Context: an optimization exercise on an open-source flow, tuned for small area, a short achievable clock period and few clock cycles per item. The choices shown serve that exercise and are no tape-out recipe. Function was checked by simulation only, so behaviour that the tests miss may differ from the original.

## flow/design.v (module list and top-level ports; edited modules follow where they fit)
// module Divider_Modulo: 31 lines
// module div_stage0: 368 lines
// module div_stage1: 819 lines
// module div_stage2: 368 lines
module Divider_Modulo (clk, reset, mode, valid_in, divisor, dividend, result, valid_out);
  // ...
==> flow/flow/run.sh <==
#!/bin/bash
set -euo pipefail
MARGIN=${MARGIN:-16}
bash standard.sh synth > synth.log 2>&1
bash standard.sh SETUP_SLACK_MARGIN=$MARGIN finish > layout.log 2>&1
==> flow/standard.sh <==
#!/bin/bash
# synth_recipe.tcl (not shown) runs the flow's synth.tcl, then flattens the netlist and writes it again
# the make line also repeats each setting of config.mk as NAME=value (left out here)
make -C /OpenROAD-flow-scripts/flow DESIGN_CONFIG=/design/flow/config.mk WORK_HOME=/design/flow/orfs CLKGATE_MAP_FILE= SYNTH_SCRIPT=/design/flow/synth_recipe.tcl "${@:-finish}"
==> flow/config.mk <==
export PLATFORM = sky130hd
export DESIGN_NAME = Divider_Modulo
export DESIGN_NICKNAME = Divider_Modulo
export VERILOG_FILES = /design/flow/design.v
export SDC_FILE = /design/flow/constraint.sdc
export NUM_CORES = 4
export LEC_CHECK = 0
export ABC_AREA = 1
export CAP_MARGIN = 20
export CORE_MARGIN = 2
export CORE_UTILIZATION = 40
export SLEW_MARGIN = 20
export SYNTH_HIERARCHICAL = 1
==> flow/constraint.sdc <==
create_clock -name core_clock -period 25.0 [get_ports {clk}]
set_input_delay 5.0000 -clock core_clock [delete_from_list [all_inputs] [get_ports {clk}]]
set_output_delay 5.0000 -clock core_clock [all_outputs]
set_load 0.01 [all_outputs]
==> run summary, run 1 <==
- Comb_multi_in: 2948
- Row Count: 78
- Final Setup Violations: 0
- Pre-CTS WS: 11680 ps
- H-Tree Level Count: 3
- Gpl congestion: 0.858
- R2R cell count: 89
- Tap Cells: 600
- Placed insts: 4165
- Number of synthesized flops with an enable pin: 0
- Distinct cells, synth: 43
- Fmax: 86.9 MHz
- Xor/xnor share of the synthesized area: 0.0509
- Area taken by multi-input logic gates: 0.0197 mm^2
- CTS max path bufs: 2
- Signal buf overhead: 0.189
- Fillers: 3338
- Status: timing/DRC/antenna clean
- I/O pin cnt: 85
- Crit-path slowest cell: dfxtp_4
- Top Layer Used: met5
- WHS: 328 ps
- Setup TNS: 0 ps
- Sequential share of cell area: 0.0687
- Later-pin clock latency in the skew report: 390 ps
- Vias per cell: 5.73
- CP max stage delay: 370 ps
- Clk_skew: 11.4 ps
- Die width: 219 um
- Critical path required time: 20000 ps
- Worst min path class: reg2reg
- Post-DP HPWL: 37300 um
- Syn Inst Count: 3651
Testbench counts, summed over its fixed seeds: cycles 8,000, items 4,000.
==> run 2: changes to the inputs <==
==> flow/run.sh (new file) <==
#!/bin/bash
# synth_recipe.tcl (not shown) runs the flow's synth.tcl, then flattens the netlist and writes it again
# the make line also repeats each setting of config.mk as NAME=value (left out here)
make -C /OpenROAD-flow-scripts/flow DESIGN_CONFIG=/design/flow/config.mk WORK_HOME=/design/flow/orfs CLKGATE_MAP_FILE= SYNTH_SCRIPT=/design/flow/synth_recipe.tcl finish
removed: flow/flow/run.sh
removed: flow/standard.sh
==> run summary, run 2 <==
- Status: timing/DRC/antenna clean
- Top FF cell, synth: dfxtp_1
- CTS hold repair buffers: 0
- DRC: 0
- Clk slew on worst S/H paths: 80 ps
- Fmax: 75.9 MHz (-13%)
- Most numerous cell in the Yosys netlist: nand2_1
- Vias in the first global route: 18700
- DRT Pass-1 Iters: 5
- Vias: 20400
- Worst rel slew slack: 0.297
- Number of synthesized flops with an enable pin: 0 (unchanged)
- Crit-path slowest cell: dfxtp_1
- Later-pin clock latency in the skew report: 370 ps (-20 ps)
- Die Span Y: 219 um
- Largest regs: shA (17), shB (17)
- Crit end category: flip-flop
- Vias per cell: 4.88 (-15%)
- Number of synthesized register bits: 98
- Met3 WL: 847 um
- CTS tree: done
- Area taken by multi-input logic gates: 0.0135 mm^2 (-31%)
- PostCTS Resize Cnt: 0
- CP dominant cell by count: nand2_1
- Final Cycle Share: 0.527
- Syn-to-layout area delta: 3.34%
- Met2 wire len: 21800 um
- Ys Warns: 7
- Crit Path Max Fanout: 35
- Initial Utilization: 0.407
- Largest net degree at the start of global routing: 36
- Yosys top cell area share: 0.319
- CTS max path bufs: 2 (unchanged)
- Clk_skew: 11.8 ps (+0.347 ps)
- Mean Syn Cell Area: 5.08 um^2
- Total grt overflow: 0
- Fillers: 5250 (+57%)
- Critical path required time: 25300 ps (+5300 ps)
- Critical Path AT: 13460 ps
- Worst min path class: reg2reg
- Sequential element share of the synthesized area: 0.106
- Antenna Nets Post-Route: 0
- Die width: 219 um (unchanged)
- Min cycle time layout: 13170 ps
- PortBufs: 68
- Distinct cells, synth: 43 (unchanged)
- Pre-CTS WS: 11790 ps (+115 ps)
- Core area: 0.0456 mm^2
- Slew Viols, Final: 0
- Die ar.: 0.0481 mm^2
- Reg area: 0.00197 mm^2
- Setup TNS: 0 ps (unchanged)
- Clk sinks: 98
- RSZ-0062 raised after global routing: false
- Routed WL: 43500 um
- Commonest non-fill, non-tap cells in the layout: nand2_1 (1576), nand3_1 (679), inv_1 (436)
- Syn Std Cell Area: 0.0186 mm^2
- Metal1 wirelength: 20100 um
- H-Tree Level Count: 3 (unchanged)
- Post-synth ARST share: 0.0204
- Top area cells in the synthesized netlist: nand2_1 (32%), nand3_1 (18%), dfxtp_1 (10%)
- Gpl congestion: 0.854 (-0.43%)
- WL/cell: 10.4 um
- First-pass GRT wire length: 78000 um
- Synth area leader: nand2_1
- Startpoint Class: flip-flop
- Max capacitance violation total: 0
- I/O pin cnt: 85 (unchanged)
- Syn Inst Count: 3651 (unchanged)
- All-Layer GR Usage: 0.187
- Top Layer Used: met4
- Layout cell share with drive strength beyond 1: 0.0707
- Row Count: 78 (unchanged)
- # Post-CTS Setup Buffers: 0
- Iteration-0 DRC Markers: 707
- Setup WS post-layout: 11830 ps
- Worst-Margin Slew: 1050 ps
- CP max stage delay: 800 ps (+430 ps)
- Commonest non-fill, non-tap cell in the layout: nand2_1
- Antenna cell count: 0
- Post-DP HPWL: 37100 um (-0.75%)
- Final Setup Violations: 0 (unchanged)
- Clock root cell: clkbuf_16
- Initial antenna violation count: 0
- Kind of critical path: reg2reg
- Fin. Hold Viols: 0
- Top cells by count, synth: nand2_1 (1576), nand3_1 (679), inv_1 (436)
- Layout Nets: 3628
- Inserted Clock Buffers: 9
[run 2: path summary, 6_finish.rpt]
path                             endpoint    from  slack (ps)  depth (start not counted)
worst max register to register      rB[6]   dA[8]       11830                         89
worst min-delay path              shB[15]  shA[6]         330                          0
worst min register to register    shB[15]  shA[6]         330                          0
max in group asynchronous       valid_out   reset       20110                          2
worst max-delay path                rB[6]   dA[8]       11830                         89
min in group asynchronous              vA   reset        4780                          2
[run 2: metal layers]
metal  vias to the layer above  GRT usage
met4                         0     0.0477
met3                        51     0.0152
met2                       195      0.364
met5                         -          0
met1                      8851      0.216
li1                      11300          -
[run 2: final cells by class]
cell class	instances	share of cell area
flip-flops and latches	98	0.103
clock inverters	6	0.00437
well taps	600	0.0391
multi-input cells	2895	0.706
clock buffers	10	0.0119
inverters	500	0.0982
repair buffers	72	0.0371
[run 2: Yosys stat by module, one instance, submodules excluded]
module | flops+latches | area (um^2) | copies in the design
Divider_Modulo | 98 | 2090 | 1
div_stage0 | 0 | 3970 | 1
div_stage1 | 0 | 8620 | 1
div_stage2 | 0 | 3880 | 1
[run 2: critical path: cells and delay by family (launching register included)]
| family | cells | cell delay, ps |
|---|---|---|
| simple gates | 83 | 11170 |
| compound gates | 2 | 240 |
| flops | 1 | 800 |
| xor+xnor | 1 | 140 |
| buf+inv | 3 | 610 |
[run 2: logic make-up (layout without fill, tap and decap cells)]
| kind of cell | count (synthesis) | in the layout | share of synthesized area |
|---|---|---|---|
| simple gates | 2691 | 2691 | 0.650 |
| buf+inv | 672 | 588 | 0.167 |
| xor+xnor | 101 | 101 | 0.0509 |
| flops | 98 | 98 | 0.106 |
| compound gates | 88 | 88 | 0.0264 |
| other cells | 1 | 15 | 0.000202 |
[run 2: stage by stage]
step | util | instances | hold WS (ps) | area, um^2
2_1_floorplan | - | 3665 | 310 | 18600
3_3_place_gp | 0.414 | 4165 | 310 | 18900
3_5_place_dp | 0.414 | 4165 | 312 | 18900
4_1_cts | 0.421 | 4181 | 329 | 19200
5_1_grt | 0.421 | 4181 | 336 | 19200
6_report | 0.421 | 4181 | 328 | 19200
==> run 3: changes to the inputs <==
==> flow/flow/run.sh (new file) <==
#!/bin/bash
# Own layout flow: the standard synthesis unchanged, then the standard
# layout with these changes:
#  - ports are buffered with buf_4 cells instead of the slow delay buffers the
#    default port buffering picks;
#  - repair may resize a cell to any cell of the same function;
set -euo pipefail
bash standard.sh synth > synth.log 2>&1
bash standard.sh "BUFFER_PORTS_ARGS=-buffer_cell sky130_fd_sc_hd__buf_4" \
  SETUP_SLACK_MARGIN=14 TNS_END_PERCENT=0 SKIP_INCREMENTAL_REPAIR=1 finish > layout.log 2>&1
==> flow/standard.sh (new file) <==
#!/bin/bash
# synth_recipe.tcl (not shown) runs the flow's synth.tcl, then flattens the netlist and writes it again
# the make line also repeats each setting of config.mk as NAME=value (left out here)
make -C /OpenROAD-flow-scripts/flow DESIGN_CONFIG=/design/flow/config.mk WORK_HOME=/design/flow/orfs CLKGATE_MAP_FILE= SYNTH_SCRIPT=/design/flow/synth_recipe.tcl "${@:-finish}"
removed: flow/run.sh
==> run summary, run 3 <==
- Synth area leader: nand2_1
- Commonest non-fill, non-tap cells in the layout: nand2_1 (1568), nand3_1 (678), inv_1 (433)
- Placed Area: 0.0187 mm^2 (-0.90%)
- Layout cell share with drive strength beyond 1: 0.111 (+0.0402)
- Iteration-0 DRC Markers: 944 (+34%)
- Worst Setup SP: dA[4]
- CTS max path bufs: 2 (unchanged)
- Layout Nets: 3665 (+1.0%)
- Fin. Hold Viols: 0 (unchanged)
- DRC: 0 (unchanged)
- Startpoint Class: flip-flop
- First-pass GRT wire length: 85000 um (+9.0%)
- Gpl congestion: 0.844 (-1.2%)
- Final Setup Violations: 0 (unchanged)
- Area taken by multi-input logic gates: 0.0141 mm^2 (+4.3%)
- Critical path required time: 25260 ps (-40 ps)
- Crit-path slowest cell: dfxtp_4
- Fmax: 90.6 MHz (+19%)
- WHS: 327 ps (-1.20 ps)
- Worst reg2reg path endpoint: rB[3]
- CP dominant cell by count: nand2_1
- Post-DP HPWL: 37000 um (about the same)
- Clock root cell: clkbuf_16
- Later-pin clock latency in the skew report: 370 ps (about the same)
- Antenna Nets Post-Route: 0 (unchanged)
- H-Tree Level Count: 3 (unchanged)
- Top cells by count, synth: nand2_1 (1576), nand3_1 (679), inv_1 (436)
- Reg area: 0.00203 mm^2 (+3.0%)
- Commonest non-fill, non-tap cell in the layout: nand2_1
- Initial antenna violation count: 0 (unchanged)
- Crit Path Max Fanout: 35 (unchanged)
- Vias: 21000 (+3.0%)
- CP max stage delay: 470 ps (-330 ps)
- Number of synthesized flops with an enable pin: 0 (unchanged)
- CTS tree: done
- Clk slew on worst S/H paths: 70 ps (about the same)
- Slew Viols, Final: 0 (unchanged)
- Setup slack, reg-to-reg: 13960 ps (+2130 ps)
- Min cycle time layout: 11040 ps (-2130 ps)
- Max capacitance violation total: 0 (unchanged)
- Status: timing/DRC/antenna clean
- Row Count: 78 (unchanged)
- Vias in the first global route: 19400 (+4.1%)
- Yosys top cell area share: 0.319 (unchanged)
- Critical Path AT: 11300 ps (-2160 ps)
- Worst-Margin Slew: 510 ps (-543 ps)
- Most numerous cell in the Yosys netlist: nand2_1
- Clk_skew: 9.92 ps (-1.86 ps)
- Antenna cell count: 0 (unchanged)
- Final Cycle Share: 0.442 (-0.0851)
- Design area: 0.0198 mm^2 (+3.2%)
- Largest regs: shA (17), shB (17)
- Initial Utilization: 0.407 (unchanged)
- Worst min path class: reg2reg
- DRT Pass-1 Iters: 5 (unchanged)
- Sequential element share of the synthesized area: 0.106 (unchanged)
- Die width: 219 um (unchanged)
- Syn Std Cell Area: 0.0186 mm^2 (unchanged)
- Worst rel slew slack: 0.659 (+0.362)
- Routed WL: 48900 um (+13%)
- Post-Layout Cell Count: 4218 (+0.88%)
- Vias per cell: 4.98 (+2.1%)
- Largest net degree at the start of global routing: 36 (unchanged)
- PortBufs: 68 (unchanged)
- Die ar.: 0.0481 mm^2 (unchanged)
- I/O pin cnt: 85 (unchanged)
- # Post-CTS Setup Buffers: 12 (+12)
- Syn Inst Count: 3651 (unchanged)
- Die Span Y: 219 um (unchanged)
- Placed insts: 4165 (unchanged)
- WL/cell: 11.6 um (+12%)
- Top FF cell, synth: dfxtp_1
- Clk sinks: 98 (unchanged)
- Post-synth ARST share: 0.0204 (unchanged)
- Kind of critical path: reg2reg
- Core area: 0.0456 mm^2 (unchanged)
- Number of synthesized register bits: 98 (unchanged)
- Syn-to-layout area delta: 6.62%
- Top area cells in the synthesized netlist: nand2_1 (32%), nand3_1 (18%), dfxtp_1 (10%)
- R2R cell count: 89 (unchanged)
- All-Layer GR Usage: 0.209 (+0.0225)
- Distinct cells, synth: 43 (unchanged)
- Setup TNS: 0 ps (unchanged)
- CTS hold repair buffers: 0 (unchanged)
- Total grt overflow: 0 (unchanged)
- Inserted Clock Buffers: 9 (unchanged)
- Crit Reg-Reg Startpoint: dA[4]
- Ys Warns: 7 (unchanged)
- Fillers: 5154 (-1.8%)
- Crit path to: rB[3]
- Crit end category: flip-flop
- Mean Syn Cell Area: 5.08 um^2 (unchanged)
- PostCTS Resize Cnt: 101 (+101)
[run 3: cell counts after synthesis]
No cell type changed its count.
[run 3: cell families (layout without fill, tap and decap cells)]
| logic type | after synthesis | in the layout | synth area share |
|---|---|---|---|
| AOI/OAI and AO/OA | 88 | 88 | 0.0264 |
| xor gates and xnor gates | 101 | 101 | 0.0509 |
| buffers and inverters | 672 | 602 | 0.167 |
| DFF | 98 | 98 | 0.106 |
| other | 1 | 15 | 0.000202 |
| and+or+nand+nor | 2691 | 2714 | 0.650 |
[run 3: worst max-delay path: cells and delay by family (launching register included)]
family	cells	cell delay (ps)
compound gates	2	600
xor+xnor	1	140
buf+inv	10	720
flops	1	470
simple gates	76	8920
[run 3: worst min path at each step]
stage	endpoint	slack, ps	cells after the start	startpoint
2_1_floorplan	mB	310	0	mA
3_3_place_gp	shB[11]	310	0	shA[2]
3_5_place_dp	mB	310	0	mA
4_1_cts	shB[13]	330	0	shA[4]
5_1_grt	mB	340	0	mA
6_report	mB	330	0	mA
[run 3: final cells by class]
type	count	share of cell area
multi-input combinational	2918	0.714
tap	600	0.0379
timing repair buffer	84	0.0321
clock inverter	6	0.00424
clock buffer	10	0.0121
timing repair inverter	2	0.000506
inverter	500	0.0961
sequential	98	0.103
[run 3: modules after synthesis, one instance, submodules excluded]
module	cell area, um^2	flops+latches	times used
div_stage2	3880	0	1
div_stage1	8620	0	1
div_stage0	3970	0	1
Divider_Modulo	2090	98	1
[run 3: per-layer routing]
| layer | up-vias | GRT usage | part of all wire | wire [um] |
|---|---|---|---|---|
| met5 | - | 0 | 0 | 0 |
| met4 | 0 | 0.0786 | 0.032 | 1560 |
| met1 | 9221 | 0.225 | 0.43 | 20800 |
| li1 | 11400 | - | - | - |
| met2 | 268 | 0.416 | 0.52 | 25400 |
| met3 | 101 | 0.0187 | 0.023 | 1110 |
[run 3: through the flow]
step	util	worst slack, ps
floorplan	-	15790
global placement	0.410	11900
detailed placement	0.410	11800
CTS	0.434	13960
global route	0.434	12490
finish	0.434	13960

re-timing with driven ports:
No port has a modelled driver above. Below, the same layouts with a new extraction and two added sets of constraints.
Step 1, drivers: a clkbuf_16 drives clk and a buf_2 each remaining input, both assumed.
Step 2 times the ports against the registers' clock, not the clock port: input delays grow and output delays shrink by t, the midpoint of the rising clock arrivals with the driver on.
Slacks: ideal ports / drivers / drivers and shift; pairs: ideal ports / drivers.
run	t, ns	slack for setup (ns)	slew at the worst register clock pin (ns)
run 1	0.445	13.491 / 13.434 / 13.601	0.07 / 0.07
run 2	0.422	11.833 / 11.833 / 11.833	0.08 / 0.08
run 3	0.423	13.962 / 13.962 / 13.962	0.08 / 0.08
After both steps setup and hold are still met in every run listed.
